This is an optimization exercise on Yosys and OpenROAD, whose aim is small area and a short achievable clock period, not a production implementation.
Function was checked by simulation only, so behaviour that the tests miss may differ from the original.
Power figures rest on the tool's default switching activity, not on a simulated workload.

==> run a: inputs <==
Design arb_vrp_top, start of the top module:
module arb_vrp_top (
    input               clk,
    input               rst_n,
    input   [31:0]      v_vld_s,
    output  [31:0]      v_rdy_s,
    input   [1023:0]    v_pld_s,
    output              vld_m,
    input               rdy_m,
    output  [31:0]      pld_m
);
==> module arb_vrp_top, before the edit <==
module arb_vrp_top (
    input               clk,
    input               rst_n,
    input   [31:0]      v_vld_s,
    output  [31:0]      v_rdy_s,
    input   [1023:0]    v_pld_s,
    output              vld_m,
    input               rdy_m,
    output  [31:0]      pld_m
);
logic [31:0][31:0] v_pld_arr;
genvar i;
generate
    for(i=0;i<32;i=i+1) begin: pld_
        assign v_pld_arr[i] = v_pld_s[32*i+31:32*i];
    end
endgenerate
arb_vrp #(
    .MODE       (2),
    .HSK_MODE   (1),
    .WIDTH      (32),
    .PLD_WIDTH  (32)
) u_arb_vrp (
    .clk        (clk),
    .rst_n      (rst_n),
    .v_vld_s    (v_vld_s),
    .v_rdy_s    (v_rdy_s),
    .v_pld_s    (v_pld_arr),
    .vld_m      (vld_m),
    .rdy_m      (rdy_m),
    .pld_m      (pld_m)
);
endmodule
clock: 7.0 ns
lec_check: 0
cap_margin: 40
core_margin: 2
core_utilization: 30
slew_margin: 40
run.sh (not shown) runs the stock make flow with config.mk's settings and CLKGATE_MAP_FILE= SYNTH_SCRIPT=/design/flow/synth_recipe.tcl, a recipe that flattens the netlist after the stock synthesis.
==> run b (differences from run a) <==
--- a/flow/design.v
+++ b/flow/design.v
@@ -320,25 +320,65 @@
     output  [31:0]      pld_m
 );
-logic [31:0][31:0] v_pld_arr;
-genvar i;
+localparam N = 32;
+localparam W = 32;
+logic [N-1:0][N-1:0]  blk;       
+logic [N-1:0]         blocked;   
+logic [N-1:0]         lower_vld; 
+logic [N-1:0]         grant;
+logic [N-1:0]         alloc;
+logic [N-1:0]         keep;      
+logic                 init_q;
+logic                 vld_m_r;
+logic [W-1:0]         pld_m_r;
+logic [W-1:0]         pld_nxt;
+logic [N*(N-1)/2-1:0] age_q;     
+function automatic integer tri_idx(input integer a, input integer b);
+    tri_idx = a*N - a*(a+1)/2 + (b-a-1);
+endfunction
+always @(posedge clk or negedge rst_n) begin
+    if (~rst_n) init_q <= 1'b1;
+    else        init_q <= 1'b0;
+end
+genvar i, j;
 generate
-    for(i=0;i<32;i=i+1) begin: pld_
-        assign v_pld_arr[i] = v_pld_s[32*i+31:32*i];
+    for (i = 0; i < N; i = i + 1) begin: row
+        for (j = 0; j < N; j = j + 1) begin: col
+            if (i == j) begin: d
+                assign blk[i][j] = 1'b0;
+            end else if (i < j) begin: u
+                always @(posedge clk)
+                    age_q[tri_idx(i,j)] <= alloc[i] | (age_q[tri_idx(i,j)] & keep[j]);
+                assign blk[i][j] = age_q[tri_idx(i,j)];
+            end else begin: l
+                assign blk[i][j] = ~age_q[tri_idx(j,i)];
+            end
+        end
+        assign blocked[i]   = |(v_vld_s & blk[i]);
+        if (i == 0) begin: l0
+            assign lower_vld[i] = 1'b0;
+        end else begin: ln
+            assign lower_vld[i] = |v_vld_s[i-1:0];
+        end
+        assign grant[i] = v_vld_s[i] & (init_q ? ~lower_vld[i] : ~blocked[i]);
     end
 endgenerate
-arb_vrp #(
-    .MODE       (2),
-    .HSK_MODE   (1),
-    .WIDTH      (32),
-    .PLD_WIDTH  (32)
-) u_arb_vrp (
-    .clk        (clk),
-    .rst_n      (rst_n),
-    .v_vld_s    (v_vld_s),
-    .v_rdy_s    (v_rdy_s),
-    .v_pld_s    (v_pld_arr),
-    .vld_m      (vld_m),
-    .rdy_m      (rdy_m),
-    .pld_m      (pld_m)
-);
+assign v_rdy_s = grant & {N{rdy_m}};
+assign alloc   = v_rdy_s & {N{vld_m_r}};
+assign keep    = ~(alloc | {N{init_q}});
+always_comb begin
+    pld_nxt = '0;
+    for (int k = 0; k < N; k = k + 1)
+        pld_nxt = pld_nxt | (v_pld_s[W*k +: W] & {W{grant[k]}});
+end
+always @(posedge clk or negedge rst_n) begin
+    if (~rst_n) begin
+        vld_m_r <= 1'b0;
+        pld_m_r <= '0;
+    end else begin
+        vld_m_r <= |v_vld_s;
+        pld_m_r <= pld_nxt;
+    end
+end
+assign vld_m = vld_m_r;
+assign pld_m = pld_m_r;
 endmodule
==> flow/flow/run.sh (new file) <==
#!/bin/bash
# Standard ORFS layout with two changes: ports are buffered with buf_1 instead
# of the delay buffer that buffer_ports picks by default, and CTS inserts no
# dummy loads. Make's output goes to flow_make.log; each ORFS step keeps its
# own log under orfs/logs/.
set -uo pipefail
bash standard.sh \
    "BUFFER_PORTS_ARGS=-buffer_cell sky130_fd_sc_hd__buf_1" \
    "CTS_ARGS=-sink_clustering_enable -repair_clock_nets -dont_use_dummy_load" \
    finish > flow_make.log 2>&1
==> flow/standard.sh (new file) <==
#!/bin/bash
# synth_recipe.tcl (not shown) runs the flow's synth.tcl, then flattens the netlist and writes it again
# the make line also repeats each setting of config.mk as NAME=value (left out here)
make -C /OpenROAD-flow-scripts/flow DESIGN_CONFIG=/design/flow/config.mk WORK_HOME=/design/flow/orfs CLKGATE_MAP_FILE= SYNTH_SCRIPT=/design/flow/synth_recipe.tcl "${@:-finish}"
--- a/flow/config.mk
+++ b/flow/config.mk
@@ -7,5 +7,6 @@
 export LEC_CHECK = 0
 export CAP_MARGIN = 40
-export CORE_MARGIN = 2
-export CORE_UTILIZATION = 30
+export CORE_AREA = 5 5 395 395
+export DIE_AREA = 0 0 400 400
+export SETUP_SLACK_MARGIN = 2.5
 export SLEW_MARGIN = 40
removed: flow/run.sh
==> notes.md <==
item	run b	run a
Fraction of power consumed by the clock network	38.8%	33.8%
Maximum number of pins on one net before global-route repair	36	131
# resized after CTS	561	0
CP max stage cell	a22oi_2	clkdlybuf4s50_1
Outcome	complete, no violations	complete, no violations
Average size of a mapped cell	9.03 sq um	10.7 sq um
Fraction of post-synthesis cell area in the top cell type by area	34.4%	29.0%
Final cycle utilization of the critical path	76.1%	89.9%
Number of distinct library cells after synthesis	75	41
Number of vias per cell	6.44	6.72
Switching power	3.09 mW	7.06 mW
Non-clock buffering overhead in the final layout	24.5%	21.6%
Switching Fraction	35.6%	35.2%
Die extent in x	400 um	394 um

==> inputs of v12 <==
Another version of the RTL of arb_vrp_top (not shown whole).
Settings: LEC_CHECK=0, CAP_MARGIN=40, CORE_AREA=5 5 395 395, DIE_AREA=0 0 400 400, SETUP_SLACK_MARGIN=2.6, SLEW_MARGIN=40, SYNTH_HIERARCHICAL=1, SYNTH_MINIMUM_KEEP_SIZE=0; clock period 7.0 ns.
standard.sh (not shown) runs the stock make flow with config.mk's settings and CLKGATE_MAP_FILE= SYNTH_SCRIPT=/design/flow/synth_recipe.tcl, a recipe that flattens the netlist after the stock synthesis.
==> flow/flow/run.sh <==
#!/bin/bash
# Standard ORFS layout with two changes: ports are buffered with buf_1 instead
# of the delay buffer that buffer_ports picks by default, and CTS inserts no
# dummy loads. Make's output goes to flow_make.log; each ORFS step keeps its
# own log under orfs/logs/.
set -uo pipefail
bash standard.sh \
    "BUFFER_PORTS_ARGS=-buffer_cell sky130_fd_sc_hd__buf_1" \
    "CTS_ARGS=-sink_clustering_enable -repair_clock_nets -dont_use_dummy_load" \
    finish > flow_make.log 2>&1
==> v9: changes against v12 <==
--- a/flow/config.mk
+++ b/flow/config.mk
@@ -10,3 +10,3 @@
 export DIE_AREA = 0 0 400 400
-export SETUP_SLACK_MARGIN = 2.6
+export SETUP_SLACK_MARGIN = 2.0
 export SLEW_MARGIN = 40
==> summary of the runs <==
- Flip-flop and latch count is the same in v9 and v12.
- In synthesized cell count, v9 and v12 do not differ.
- Fmax: v9 is smaller than v12 (11%).
- In synthesized area, v12 and v9 do not differ.
==> figures <==
item	v9	v12
Cell Int Power	5.40 mW	5.55 mW
Layout clock area frac	3.98%	3.78%
Final layout net count	5,409	5,561
Drt via density	5.78	5.93
Number of logic inverters in the finished layout	41	46
Fraction of standard cell area in multi-input logic	43.0%	41.7%
Antenna violations before repair	132	133
Outcome	no timing/DRC/antenna violations	no timing/DRC/antenna violations
Cell Count Post-Placement	6,304	6,318
Diodes inserted	78	79

==> 01-01 <==
==> flow/design.v <==
module arb_fp #(
    parameter WIDTH=4
)(
    input  [WIDTH-1:0] v_vld,
    input  [WIDTH-1:0] v_priority,
    output [WIDTH-1:0] v_grant
);
    wire [WIDTH*2-1:0] double_vld;
    wire [WIDTH*2-1:0] double_priority;
    wire [WIDTH*2-1:0] double_grant;
    assign double_vld       = {v_vld, v_vld};
    assign double_priority  = double_vld - {{WIDTH{1'b0}},v_priority};
    assign double_grant     = double_vld & (~double_priority);
    assign v_grant          = double_grant[WIDTH*2-1:WIDTH] | double_grant[WIDTH-1:0];
endmodule 
module arb_rr #(
    parameter WIDTH=4
)(
    input               clk,
    input               rst_n,
    input   [WIDTH-1:0] v_vld,
    output  [WIDTH-1:0] v_grant
);
logic [WIDTH-1:0] prio_reg;
logic [WIDTH-1:0] mask_nxt_vld;
logic [WIDTH-1:0] vld_mask;
logic [WIDTH-1:0] mask_grant;
logic [WIDTH-1:0] unmask_nxt_vld;
logic [WIDTH-1:0] unmask_grant;
logic [WIDTH-1:0] unmask_grant_no_mask;
always @(posedge clk or negedge rst_n) begin
    if(~rst_n) begin
        prio_reg <= {WIDTH{1'b1}};
    end else if(|vld_mask) begin 
        prio_reg <= mask_nxt_vld;
    end else if(|v_vld) begin 
        prio_reg <= unmask_nxt_vld;
    end
end
assign vld_mask = v_vld & prio_reg;
assign mask_nxt_vld[0] = 1'b0; 
assign mask_nxt_vld[WIDTH-1:1] = mask_nxt_vld[WIDTH-2:0] | vld_mask[WIDTH-2:0];
assign mask_grant = (~mask_nxt_vld) & vld_mask;
assign unmask_nxt_vld[0] = 1'b0;
assign unmask_nxt_vld[WIDTH-1:1] = unmask_nxt_vld[WIDTH-2:0] |  v_vld[WIDTH-2:0];
assign unmask_grant = (~unmask_nxt_vld) & v_vld;
assign unmask_grant_no_mask = {WIDTH{~(|vld_mask)}} & unmask_grant;
assign v_grant = unmask_grant_no_mask | mask_grant;
endmodule
module tree_plru #(
    parameter WIDTH = 4,
    parameter DEPTH = $clog2(WIDTH)
)(
    input                     clk,
    input                     rst_n,
    input                     alloc_en,
    input        [WIDTH-1:0]  v_alloc,
    output logic [WIDTH-1:0][WIDTH-1:0]  vv_matrix 
);
logic [WIDTH-2:0] node;
genvar i,j;
generate
    for(i=0;i<DEPTH;i=i+1) begin: level_
        for(j=0;j<2**i;j=j+1) begin: offset_
            if(i==DEPTH-1) begin
                always @(posedge clk or negedge rst_n) 
                    if(~rst_n)        node[2**i+j-1] <= 1'b0;
                    else if(alloc_en) node[2**i+j-1] <= (node[2**i+j-1]||v_alloc[2*j])&&~v_alloc[2*j+1];
            end else begin
                always @(posedge clk or negedge rst_n) 
                    if(~rst_n)        node[2**i+j-1] <= 1'b0;    
                    else if(alloc_en) node[2**i+j-1] <= (node[2**i+j-1]||(|v_alloc[j*2**(DEPTH-i)+2**(DEPTH-i-1)-1:j*2**(DEPTH-i)]))&&~(|v_alloc[(j+1)*2**(DEPTH-i)-1:j*2**(DEPTH-i)+2**(DEPTH-i-1)]);
            end
        end 
    end 
endgenerate
genvar k,l;
generate
    for(l=0;l<$clog2(WIDTH);l=l+1) begin: level
        for(k=0;k<2**($clog2(WIDTH)-1-l);k=k+1) begin: offset
            for(i=0;i<2**l;i=i+1) begin: row
                for(j=0;j<2**l;j=j+1) begin: colunm
                        assign vv_matrix[i+k*2**(l+1)][j+2**l+k*2**(l+1)]=node[2**($clog2(WIDTH)-1-l)+k-1];
                end 
            end 
        end
    end
endgenerate
generate
    for(i=0;i<WIDTH;i=i+1) begin: row_ 
        for(j=0;j<WIDTH;j=j+1) begin: column_ 
            if(i>j) begin 
                assign vv_matrix[i][j] = ~vv_matrix[j][i];
            end else if(i==j) begin 
                assign vv_matrix[i][j] = 1'b0;
            end 
        end 
    end 
endgenerate
endmodule
module age_matrix #(
    parameter WIDTH = 4
)(
    input                     clk,
    input                     rst_n,
    input                     alloc_en,
    input        [WIDTH-1:0]  v_alloc,
    output logic [WIDTH-1:0][WIDTH-1:0]  vv_matrix 
);
logic [WIDTH-1:0][WIDTH-1:0] vv_matrix_tmp ;
genvar i,j;
generate
    for(i=0;i<WIDTH;i=i+1) begin: row
        for(j=0;j<WIDTH;j=j+1) begin: column 
            if(i==j) begin 
                assign vv_matrix_tmp[i][j]  = 1'b0;
            end else if(i<j) begin 
                assign vv_matrix_tmp[i][j]  = (v_alloc[j] && alloc_en) ? 1'b0 : ((v_alloc[i] && alloc_en) ? 1'b1 : vv_matrix[i][j]);
            end else begin 
                assign vv_matrix_tmp[i][j]  = ~vv_matrix_tmp[j][i];
            end 
        end
    end 
endgenerate
genvar k;
generate
    for(k=0;k<WIDTH;k=k+1) begin: row_ 
        always @(posedge clk or negedge rst_n) begin 
            if(~rst_n) vv_matrix[k] <= ~({WIDTH{1'b1}} << k);  
            else vv_matrix[k] <= vv_matrix_tmp[k];
        end 
    end 
endgenerate
endmodule
module arb_matrix #(
    parameter WIDTH=4
)(
    input   [WIDTH-1:0][WIDTH-1:0]   vv_matrix ,
    input   [WIDTH-1:0]   v_vld,
    output  [WIDTH-1:0]   v_grant
);
logic [WIDTH-1:0] select_onehot;
genvar i;
generate
    for(i=0;i<WIDTH;i=i+1) begin: select_onehot_
        assign select_onehot[i] =  (~|(v_vld&vv_matrix[i])) && v_vld[i]; 
    end 
endgenerate
assign v_grant = select_onehot;
endmodule
module real_mux_onehot #(
    parameter WIDTH     =4,
    parameter PLD_WIDTH =32
)(
    input  [WIDTH-1:0]       select_onehot,
    input  [WIDTH-1:0][PLD_WIDTH-1:0]   v_pld ,
    output [PLD_WIDTH-1:0]   select_pld
);
logic [PLD_WIDTH-1:0][WIDTH-1:0]       v_pld_rev         ;
logic [PLD_WIDTH-1:0][WIDTH-1:0]       v_pld_rev_select  ; 
logic [PLD_WIDTH-1:0]   pld_rev_select;
genvar i,j;
generate
    for(i=0;i<WIDTH;i=i+1) begin: row
        for(j=0;j<PLD_WIDTH;j=j+1) begin: col 
            assign v_pld_rev[j][i] = v_pld[i][j];
        end 
    end
endgenerate
genvar k;
generate
    for(k=0;k<PLD_WIDTH;k=k+1) begin: PLD_WIDTH_ 
        assign v_pld_rev_select[k] = v_pld_rev[k] & select_onehot;
    end
endgenerate
genvar l;
generate
    for(l=0;l<PLD_WIDTH;l=l+1) begin: select_
        assign pld_rev_select[l] = |v_pld_rev_select[l];
    end 
endgenerate
assign select_pld = pld_rev_select;
endmodule 
module arb_vrp #(
    parameter MODE      = 3,  
    parameter HSK_MODE  = 1,  
    parameter WIDTH     = 4,
    parameter PRIORITY  = {WIDTH{1'b0}},
    parameter PLD_WIDTH = 32
)(
    input                       clk,
    input                       rst_n,
    input   [WIDTH-1:0]         v_vld_s,
    output  [WIDTH-1:0]         v_rdy_s,
    input   [WIDTH-1:0][PLD_WIDTH-1:0]     v_pld_s   ,
    output                      vld_m,
    input                       rdy_m,
    output  [PLD_WIDTH-1:0]     pld_m
);
logic [WIDTH-1:0]       v_grant;
logic [WIDTH-1:0]       v_vld;
logic [WIDTH-1:0]       v_rdy;
logic [PLD_WIDTH-1:0]   m_pld;
logic                   m_vld;
assign v_vld = v_vld_s;
assign v_rdy_s = v_grant & {WIDTH{rdy_m}};
assign m_vld = |v_vld_s;
generate 
    if(HSK_MODE==0) begin
        assign vld_m   = m_vld;
        assign pld_m   = m_pld;
    end else if(HSK_MODE==1) begin 
        logic                   vld_m_r;
        logic [PLD_WIDTH-1:0]   pld_m_r;
        assign vld_m   = vld_m_r;
        assign pld_m   = pld_m_r;
        always @(posedge clk or negedge rst_n) begin 
            if(~rst_n) vld_m_r  <= 1'b0;
            else       vld_m_r  <= m_vld;
        end 
        always @(posedge clk or negedge rst_n) begin 
            if(~rst_n) pld_m_r  <= 1'b0;
            else       pld_m_r  <= m_pld;
        end 
    end else begin 
        assign vld_m   = m_vld;
        assign pld_m   = m_pld;
    end 
endgenerate
real_mux_onehot #(
    .WIDTH(WIDTH),
    .PLD_WIDTH(PLD_WIDTH)
) u_mux (
    .select_onehot(v_grant),
    .v_pld(v_pld_s),
    .select_pld(m_pld)
);
generate
    if(MODE==0) begin 
        arb_fp #(
            .WIDTH(WIDTH)
        ) u_arb (
            .v_vld      (v_vld),
            .v_priority (PRIORITY),
            .v_grant    (v_grant)
        );
    end else if(MODE==1) begin 
        arb_rr #(
            .WIDTH(WIDTH)
        ) u_arb (
            .clk        (clk),
            .rst_n      (rst_n),
            .v_vld      (v_vld),
            .v_grant    (v_grant)
        );
    end else if(MODE==2) begin 
        logic               alloc_en;
        logic [WIDTH-1:0]   v_alloc;
        logic [WIDTH-1:0][WIDTH-1:0]   vv_matrix ;
        assign alloc_en = rdy_m&&vld_m; 
        assign v_alloc  = v_grant;
        age_matrix #(
            .WIDTH(WIDTH)
        ) u_matrix (
            .clk        (clk),
            .rst_n      (rst_n),
            .alloc_en   (alloc_en),
            .v_alloc    (v_alloc),
            .vv_matrix  (vv_matrix)
        );
        arb_matrix #(
            .WIDTH(WIDTH)
        ) u_arb (
            .vv_matrix  (vv_matrix),
            .v_vld      (v_vld),
            .v_grant    (v_grant)
        );
    end else if(MODE==3) begin 
        logic               alloc_en;
        logic [WIDTH-1:0]   v_alloc;
        logic [WIDTH-1:0][WIDTH-1:0]   vv_matrix ;
        assign alloc_en = rdy_m&&vld_m; 
        assign v_alloc  = v_grant;
        tree_plru #(
            .WIDTH(WIDTH)
        ) u_matrix (
            .clk        (clk),
            .rst_n      (rst_n),
            .alloc_en   (alloc_en),
            .v_alloc    (v_alloc),
            .vv_matrix  (vv_matrix)
        );
        arb_matrix #(
            .WIDTH(WIDTH)
        ) u_arb (
            .vv_matrix  (vv_matrix),
            .v_vld      (v_vld),
            .v_grant    (v_grant)
        );
    end else begin 
        arb_rr #(
            .WIDTH(WIDTH)
        ) u_arb (
            .clk        (clk),
            .rst_n      (rst_n),
            .v_vld      (v_vld),
            .v_grant    (v_grant)
        );
    end
endgenerate
endmodule
module arb_vrp_top (
    input               clk,
    input               rst_n,
    input   [31:0]      v_vld_s,
    output  [31:0]      v_rdy_s,
    input   [1023:0]    v_pld_s,
    output              vld_m,
    input               rdy_m,
    output  [31:0]      pld_m
);
localparam N = 32;
localparam W = 32;
logic [N-1:0][N-1:0] blk;       
logic [N-1:0]        grant;
logic [N-1:0]        alloc;
logic                vld_m_r;
logic [W-1:0]        pld_m_r;
logic [W-1:0]        pld_nxt;
logic [N*(N-1)/2-1:0] age_q;    
function automatic integer tri_idx(input integer a, input integer b);
    tri_idx = a*N - a*(a+1)/2 + (b-a-1);
endfunction
genvar i, j;
generate
    for (i = 0; i < N; i = i + 1) begin: row
        for (j = 0; j < N; j = j + 1) begin: col
            if (i == j) begin: d
                assign blk[i][j] = 1'b0;
            end else if (i < j) begin: u
                always @(posedge clk or negedge rst_n) begin
                    if (~rst_n) age_q[tri_idx(i,j)] <= 1'b0;
                    else        age_q[tri_idx(i,j)] <= alloc[i] | (age_q[tri_idx(i,j)] & ~alloc[j]);
                end
                assign blk[i][j] = age_q[tri_idx(i,j)];
            end else begin: l
                assign blk[i][j] = ~age_q[tri_idx(j,i)];
            end
        end
        assign grant[i] = v_vld_s[i] & ~|(v_vld_s & blk[i]);
    end
endgenerate
assign v_rdy_s = grant & {N{rdy_m}};
assign alloc   = v_rdy_s & {N{vld_m_r}};
always_comb begin
    pld_nxt = '0;
    for (int k = 0; k < N; k = k + 1)
        pld_nxt = pld_nxt | (v_pld_s[W*k +: W] & {W{grant[k]}});
end
always @(posedge clk or negedge rst_n) begin
    if (~rst_n) begin
        vld_m_r <= 1'b0;
        pld_m_r <= '0;
    end else begin
        vld_m_r <= |v_vld_s;
        pld_m_r <= pld_nxt;
    end
end
assign vld_m = vld_m_r;
assign pld_m = pld_m_r;
endmodule
==> flow/flow/run.sh <==
#!/bin/bash
# Standard ORFS layout with two changes: ports are buffered with buf_1 instead
# of the delay buffer that buffer_ports picks by default, and CTS inserts no
# dummy loads. Make's output goes to flow_make.log; each ORFS step keeps its
# own log under orfs/logs/.
set -uo pipefail
bash standard.sh \
    "BUFFER_PORTS_ARGS=-buffer_cell sky130_fd_sc_hd__buf_1" \
    "CTS_ARGS=-sink_clustering_enable -repair_clock_nets -dont_use_dummy_load" \
    finish > flow_make.log 2>&1
==> flow/standard.sh <==
#!/bin/bash
# synth_recipe.tcl (not shown) runs the flow's synth.tcl, then flattens the netlist and writes it again
# the make line also repeats each setting of config.mk as NAME=value (left out here)
make -C /OpenROAD-flow-scripts/flow DESIGN_CONFIG=/design/flow/config.mk WORK_HOME=/design/flow/orfs CLKGATE_MAP_FILE= SYNTH_SCRIPT=/design/flow/synth_recipe.tcl "${@:-finish}"
==> flow/config.mk <==
export PLATFORM = sky130hd
export DESIGN_NAME = arb_vrp_top
export DESIGN_NICKNAME = arb_vrp_top
export VERILOG_FILES = /design/flow/design.v
export SDC_FILE = /design/flow/constraint.sdc
export NUM_CORES = 4
export LEC_CHECK = 0
export CAP_MARGIN = 40
export CORE_AREA = 5 5 395 395
export DIE_AREA = 0 0 400 400
export SLEW_MARGIN = 40
==> flow/constraint.sdc <==
create_clock -name core_clock -period 7.0 [get_ports {clk}]
set_input_delay 1.4000 -clock core_clock [delete_from_list [all_inputs] [get_ports {clk}]]
set_output_delay 1.4000 -clock core_clock [all_outputs]
set_load 0.01 [all_outputs]
==> inputs of 08-06, as changes to 01-01 <==
==> flow/design.v, changed modules only <==
module arb_free_u #(parameter K = 8) (
    input  [K-1:0] nv,       
    input  [K-1:0] b,        
    output         y
);
assign y = ~|(~nv & ~b);
endmodule
module arb_blk_l #(parameter K = 8) (
    input  [K-1:0] v,        
    input  [K-1:0] b,        
    output         y
);
assign y = |(v & b);
endmodule
module arb_row_fin #(parameter NF = 1, parameter NB = 1) (
    input  [NF-1:0] fr,      
    input  [NB-1:0] bl,      
    input           v,
    input           en,
    output          y
);
assign y = en & v & &fr & ~|bl;
endmodule
module arb_row_fin_g #(parameter NF = 1, parameter NB = 1) (
    input  [NF-1:0] fr,
    input  [NB-1:0] bl,
    input           v,
    output          y
);
assign y = v & &fr & ~|bl;
endmodule
module arb_row_fin_f #(parameter NF = 1) (
    input  [NF-1:0] fr,
    input           v,
    input           en,
    output          y
);
assign y = en & v & &fr;
endmodule
module arb_row_fin_gf #(parameter NF = 1) (
    input  [NF-1:0] fr,
    input           v,
    output          y
);
assign y = v & &fr;
endmodule
module arb_row_fin_b #(parameter NB = 1) (
    input  [NB-1:0] bl,
    input           v,
    input           en,
    output          y
);
assign y = en & v & ~|bl;
endmodule
module arb_row_fin_gb #(parameter NB = 1) (
    input  [NB-1:0] bl,
    input           v,
    output          y
);
assign y = v & ~|bl;
endmodule
module arb_ao3n (
    input  [2:0] s,
    input  [2:0] d,
    output       yn
);
assign yn = ~|(s & d);
endmodule
module arb_ao2n (
    input  [1:0] s,
    input  [1:0] d,
    output       yn
);
assign yn = ~|(s & d);
endmodule
module arb_nand_n #(parameter K = 11) (
    input  [K-1:0] xn,
    output         y
);
assign y = ~&xn;
endmodule
module arb_mux_bit (
    input  [31:0] s,
    input  [31:0] d,
    output        y
);
logic [10:0] gn;
genvar g;
generate
    for (g = 0; g < 10; g = g + 1) begin: g3
        arb_ao3n u (.s(s[3*g +: 3]), .d(d[3*g +: 3]), .yn(gn[g]));
    end
endgenerate
arb_ao2n u_last (.s(s[31:30]), .d(d[31:30]), .yn(gn[10]));
arb_nand_n #(.K(11)) u_or (.xn(gn), .y(y));
endmodule
module arb_vrp_top (
    input               clk,
    input               rst_n,
    input   [31:0]      v_vld_s,
    output  [31:0]      v_rdy_s,
    input   [1023:0]    v_pld_s,
    output              vld_m,
    input               rdy_m,
    output  [31:0]      pld_m
);
localparam N = 32;
localparam W = 32;
localparam G = 8;                
localparam T = N*(N-1)/2;
logic [N-1:0]         grant;
logic [N-1:0]         alloc;
logic [N-1:0]         nv;        
logic                 alloc_en;
logic                 run_q;
logic                 vld_m_r;
logic [W-1:0]         pld_m_r;
logic [W-1:0]         pld_nxt;
logic [T-1:0]         age_q;     
logic [T-1:0]         blk_n;     
function automatic integer tri_idx(input integer a, input integer b);
    tri_idx = a*N - a*(a+1)/2 + (b-a-1);
endfunction
always @(posedge clk or negedge rst_n) begin
    if (~rst_n) run_q <= 1'b0;
    else        run_q <= 1'b1;
end
assign nv       = ~v_vld_s;
assign blk_n    = ~(age_q & {T{run_q}});
assign alloc_en = rdy_m & vld_m_r;
assign alloc    = grant & {N{alloc_en}};
genvar i, j, g;
generate
    for (i = 0; i < N; i = i + 1) begin: row
        localparam integer NUT = N-1-i;              
        localparam integer NLT = i;                  
        localparam integer NUG = (NUT + G - 1) / G;
        localparam integer NLG = (NLT + G - 1) / G;
        for (j = i + 1; j < N; j = j + 1) begin: col
            always @(posedge clk)
                age_q[tri_idx(i,j)] <= alloc[i] | (~blk_n[tri_idx(i,j)] & ~alloc[j]);
        end
        logic [NUT:0] ua, ub;    
        logic [NLT:0] la, lb;
        for (j = i + 1; j < N; j = j + 1) begin: ut
            assign ua[j-i-1] = nv[j];
            assign ub[j-i-1] = blk_n[tri_idx(i,j)];
        end
        for (j = 0; j < i; j = j + 1) begin: lt
            assign la[j] = v_vld_s[j];
            assign lb[j] = blk_n[tri_idx(j,i)];
        end
        assign ua[NUT] = 1'b1;
        assign ub[NUT] = 1'b1;
        assign la[NLT] = 1'b0;
        assign lb[NLT] = 1'b0;
        logic [NUG:0] fr;
        logic [NLG:0] bl;
        for (g = 0; g < NUG; g = g + 1) begin: ug
            localparam integer K = (NUT - G*g < G) ? NUT - G*g : G;
            arb_free_u #(.K(K)) u (.nv(ua[G*g +: K]), .b(ub[G*g +: K]), .y(fr[g]));
        end
        for (g = 0; g < NLG; g = g + 1) begin: lg
            localparam integer K = (NLT - G*g < G) ? NLT - G*g : G;
            arb_blk_l #(.K(K)) u (.v(la[G*g +: K]), .b(lb[G*g +: K]), .y(bl[g]));
        end
        assign fr[NUG] = 1'b1;
        assign bl[NLG] = 1'b0;
        if (i == 0) begin: f0
            arb_row_fin_gf #(.NF(NUG)) u_g (.fr(fr[NUG-1:0]), .v(v_vld_s[i]), .y(grant[i]));
            arb_row_fin_f  #(.NF(NUG)) u_r (.fr(fr[NUG-1:0]), .v(v_vld_s[i]), .en(rdy_m), .y(v_rdy_s[i]));
        end else if (i == N-1) begin: fl
            arb_row_fin_gb #(.NB(NLG)) u_g (.bl(bl[NLG-1:0]), .v(v_vld_s[i]), .y(grant[i]));
            arb_row_fin_b  #(.NB(NLG)) u_r (.bl(bl[NLG-1:0]), .v(v_vld_s[i]), .en(rdy_m), .y(v_rdy_s[i]));
        end else begin: fm
            arb_row_fin_g #(.NF(NUG), .NB(NLG)) u_g (.fr(fr[NUG-1:0]), .bl(bl[NLG-1:0]),
                                                     .v(v_vld_s[i]), .y(grant[i]));
            arb_row_fin   #(.NF(NUG), .NB(NLG)) u_r (.fr(fr[NUG-1:0]), .bl(bl[NLG-1:0]),
                                                     .v(v_vld_s[i]), .en(rdy_m), .y(v_rdy_s[i]));
        end
    end
endgenerate
generate
    for (g = 0; g < W; g = g + 1) begin: mux
        logic [N-1:0] d;
        for (j = 0; j < N; j = j + 1) begin: in
            assign d[j] = v_pld_s[W*j + g];
        end
        arb_mux_bit u (.s(grant), .d(d), .y(pld_nxt[g]));
    end
endgenerate
always @(posedge clk or negedge rst_n) begin
    if (~rst_n) begin
        vld_m_r <= 1'b0;
        pld_m_r <= '0;
    end else begin
        vld_m_r <= |v_vld_s;
        pld_m_r <= pld_nxt;
    end
end
assign vld_m = vld_m_r;
assign pld_m = pld_m_r;
endmodule
--- a/flow/config.mk
+++ b/flow/config.mk
@@ -8,4 +8,7 @@
 export CAP_MARGIN = 40
 export CORE_AREA = 5 5 395 395
 export DIE_AREA = 0 0 400 400
+export SETUP_SLACK_MARGIN = 2.0
 export SLEW_MARGIN = 40
+export SYNTH_HIERARCHICAL = 1
+export SYNTH_MINIMUM_KEEP_SIZE = 0
==> notes <==
Between 01-01 and 08-06, the lower worst setup slack is in 01-01 (gap 700 ps). In 08-06 the synthesized cell count is smaller than in 01-01, by about 23%. Between 08-06 and 01-01, the lower wire length is in 08-06 (gap about 40%, measured against 01-01). 01-01 passed the timing, DRC and antenna checks. 08-06 completed without violations. Of 01-01 and 08-06, 01-01 has the higher sequential power (gap 39%, measured against 08-06).
==> figures <==
	08-06	01-01
Hold worst-path end	age_q[88]	age_q[475]
Avg Inst Size Synth	8.71 µm²	8.16 µm²
Share of Yosys cell area claimed by the top area cell type	37.3%	40.8%
Area after DPL	34,600 µm²	39,500 µm²
Cell-internal power	5300 µW	6450 µW
Critical path data arrival time	3730 ps	4430 ps
Multi-input combinational cell count	2,341	3,076
Start point of the worst min-delay path	age_q[88]	age_q[475]
Clock-cell share of area	3.86%	4.37%
Run status	no timing/DRC/antenna violations	no timing/DRC/antenna violations

## afterwards: timing with drivers on the ports
The results above use ideal ports. As a check the final layouts listed here were re-extracted and re-timed, cells and wires unchanged.
Step 1: set_driving_cell puts a clkbuf_16 on clk and a buf_2 on each other input, an assumption about the parent block.
Step 2 moves the port delays by t, midway between the first and last clock arrival at a register: inputs arrive t later, outputs are due t later. That takes back most of the time a late clock gives input paths.
Three values: ideal ports, drivers, drivers and shift; two values: the first two.
run	t (ns)	slack for setup (ns)	worst register clock-pin slew, ns	pins driven straight from the clock port
run a	0.860	0.705 / 0.682 / 0.682	0.08 / 0.08	1
run b	0.787	1.670 / 1.616 / 1.504	0.07 / 0.07	1
v12	0.759	2.490 / 2.453 / 1.854	0.07 / 0.07	1
v9	0.736	1.920 / 1.842 / 1.202	0.07 / 0.07	1
01-01	0.751	1.166 / 1.139 / 1.139	0.06 / 0.06	1
08-06	0.704	1.868 / 1.796 / 1.173	0.07 / 0.07	1
After both steps every run listed still meets setup and hold. For v9, which loses most, drivers alone change the setup slack by -0.078 ns; drivers and shift together by -0.718 ns.
